What follows belongs to an exercise in optimizing a design on an open flow for small area; a production flow would make more cautious choices.
Only simulation tests tie the RTL to the original design; equivalence was not proved.
The clock port is modelled as an ideal driver; clocking choices that lean on that would not hold on a real chip.
Power and IR drop assume default switching activity.

Setup of run a:
Design PL_Calculate, start of the top module:
module PL_Calculate(
    clk, rst_n, ps_write_done, pl_cal_done,
    bram_addr_0b, bram_rddata_0b, bram_en_0b, bram_rst_0b, bram_we_0b,
    bram_addr_1a, bram_wrdata_1a, bram_en_1a, bram_rst_1a, bram_we_1a,
    phase_tdata, phase_tvalid, sin_tdata, sin_tvalid, cos_tdata, cos_tvalid
    );
==> flow/config.mk <==
export PLATFORM = sky130hd
export DESIGN_NAME = PL_Calculate
export DESIGN_NICKNAME = PL_Calculate
export VERILOG_FILES = /design/flow/design.v
export SDC_FILE = /design/flow/constraint.sdc
export NUM_CORES = 4
export LEC_CHECK = 0
export CAP_MARGIN = 0
export CORE_MARGIN = 2
export CORE_UTILIZATION = 40
export SLEW_MARGIN = 0
export SYNTH_HIERARCHICAL = 1
==> flow/constraint.sdc <==
create_clock -name core_clock -period 5.0 [get_ports {clk}]
set_input_delay 1.0000 -clock core_clock [delete_from_list [all_inputs] [get_ports {clk}]]
set_output_delay 1.0000 -clock core_clock [all_outputs]
set_load 0.01 [all_outputs]
standard.sh (not shown) runs the stock make flow with config.mk's settings and CLKGATE_MAP_FILE= SYNTH_SCRIPT=/design/flow/synth_recipe.tcl, a recipe that flattens the netlist after the stock synthesis.
==> flow/flow/run.sh <==
#!/bin/bash
# Layout flow: the standard flow (standard.sh) with these changes:
#  - synthesis maps logic with ABC's area mapper (flow/area.abc) instead of
#    ORFS's speed script; everything else in synth_recipe.tcl is unchanged;
#  - ports are buffered with sky130_fd_sc_hd__buf_1;
#  - clock tree: clkbuf_4 buffers, no dummy loads;
#  - one tie cell drives all constant outputs (no tie fanout repair);
#  - after CTS, clock leaf buffers whose flip-flops see a slew above
#    115 ps are upsized to clkbuf_8 (flow/clk_fix.tcl).
set -euo pipefail
here=$PWD
{
  head -n 1 synth_recipe.tcl
  cat <<EOT
proc abc {args} {
  set i [lsearch -exact \$args -script]
  if {\$i >= 0} { lset args [expr {\$i + 1}] $here/flow/area.abc }
  yosys abc {*}\$args
}
EOT
  tail -n +2 synth_recipe.tcl
} > my_synth.tcl
bash standard.sh SYNTH_SCRIPT=$here/my_synth.tcl \
  BUFFER_PORTS_ARGS="-buffer_cell sky130_fd_sc_hd__buf_1" \
  SKIP_REPAIR_TIE_FANOUT=1 \
  POST_CTS_TCL=$here/flow/clk_fix.tcl \
  CTS_ARGS="-sink_clustering_enable -repair_clock_nets -dont_use_dummy_load -buf_list sky130_fd_sc_hd__clkbuf_4" \
  finish > standard.log 2>&1
==> flow/flow/area.abc <==
strash
dch
amap
topo
==> flow/flow/clk_fix.tcl <==
set clk_slew_limit 0.115
estimate_parasitics -placement
foreach inst [get_cells clkbuf_*] {
  set worst 0
  foreach pin [get_pins -of_objects [get_nets -of_objects [get_pins [get_full_name $inst]/X]]] {
    if {[get_property $pin direction] ne "input" || [get_property $pin lib_pin_name] ne "CLK"} continue
    set s [get_property $pin slew_max]
    if {$s > $worst} { set worst $s }
  }
  if {$worst > $clk_slew_limit && [get_property $inst ref_name] ne "sky130_fd_sc_hd__clkbuf_8"} {
    puts "clk_fix: [get_full_name $inst] load slew $worst, upsized to clkbuf_8"
    replace_cell $inst sky130_fd_sc_hd__clkbuf_8
  }
}
estimate_parasitics -placement
set ms 0
foreach pin [get_pins -hierarchical */CLK] { set s [get_property $pin slew_max]; if {$s > $ms} { set ms $s } }
puts "clk_fix: max flip-flop clock slew $ms"
[inputs] run b vs run a
Settings: swapping 40 for 45 in CORE_UTILIZATION.
Notes after the runs:
Lower fraction of area in multi-input gates goes to run b over run a. Taking run a as the reference, in run b period utilization now larger; critical path depth increased 2. From run a to run b the numbers moved as follows: switching power went down about 1%, met3 usage increased 0.40 points, sequential share of layout area was more or less identical, final design area excluding fillers comparable, share of final-layout standard cells stronger than drive strength 1 climbed 0.48 points. Remaining antenna violation count: run b vs run a, no meaningful difference. [run b] global-route usage rose 1.5 points relative to run a. The clock skew of run b is higher than that of run a.

==> static timing again, ports no longer ideal <==
The flow's constraints put no driver on any port. The routed layouts listed below were extracted and timed again, unchanged, in two steps.
Step 1 (the two cells are an assumption about what drives the block):
set clk [get_ports {clk}]
set_driving_cell -lib_cell sky130_fd_sc_hd__clkbuf_16 $clk
set_driving_cell -lib_cell sky130_fd_sc_hd__buf_2 [delete_from_list [all_inputs] $clk]
Step 2 also shifts input and output timing later by t, the mid clock arrival at the registers, as if the neighbouring blocks saw the same clock.
a / b / c = ideal / step 1 / step 2; a / b = the first two.
run | t (ns) | setup slack, ns | worst register clock-pin slew, ns | pins driven straight from the clock port
run a | 0.557 | 2.096 / 2.065 / 1.956 | 0.10 / 0.10 | 1
run b | 0.512 | 2.050 / 2.050 / 2.050 | 0.11 / 0.11 | 1
After both steps every run listed still meets setup and hold. For run a, which loses most, drivers alone change the setup slack by -0.031 ns; drivers and shift together by -0.140 ns.
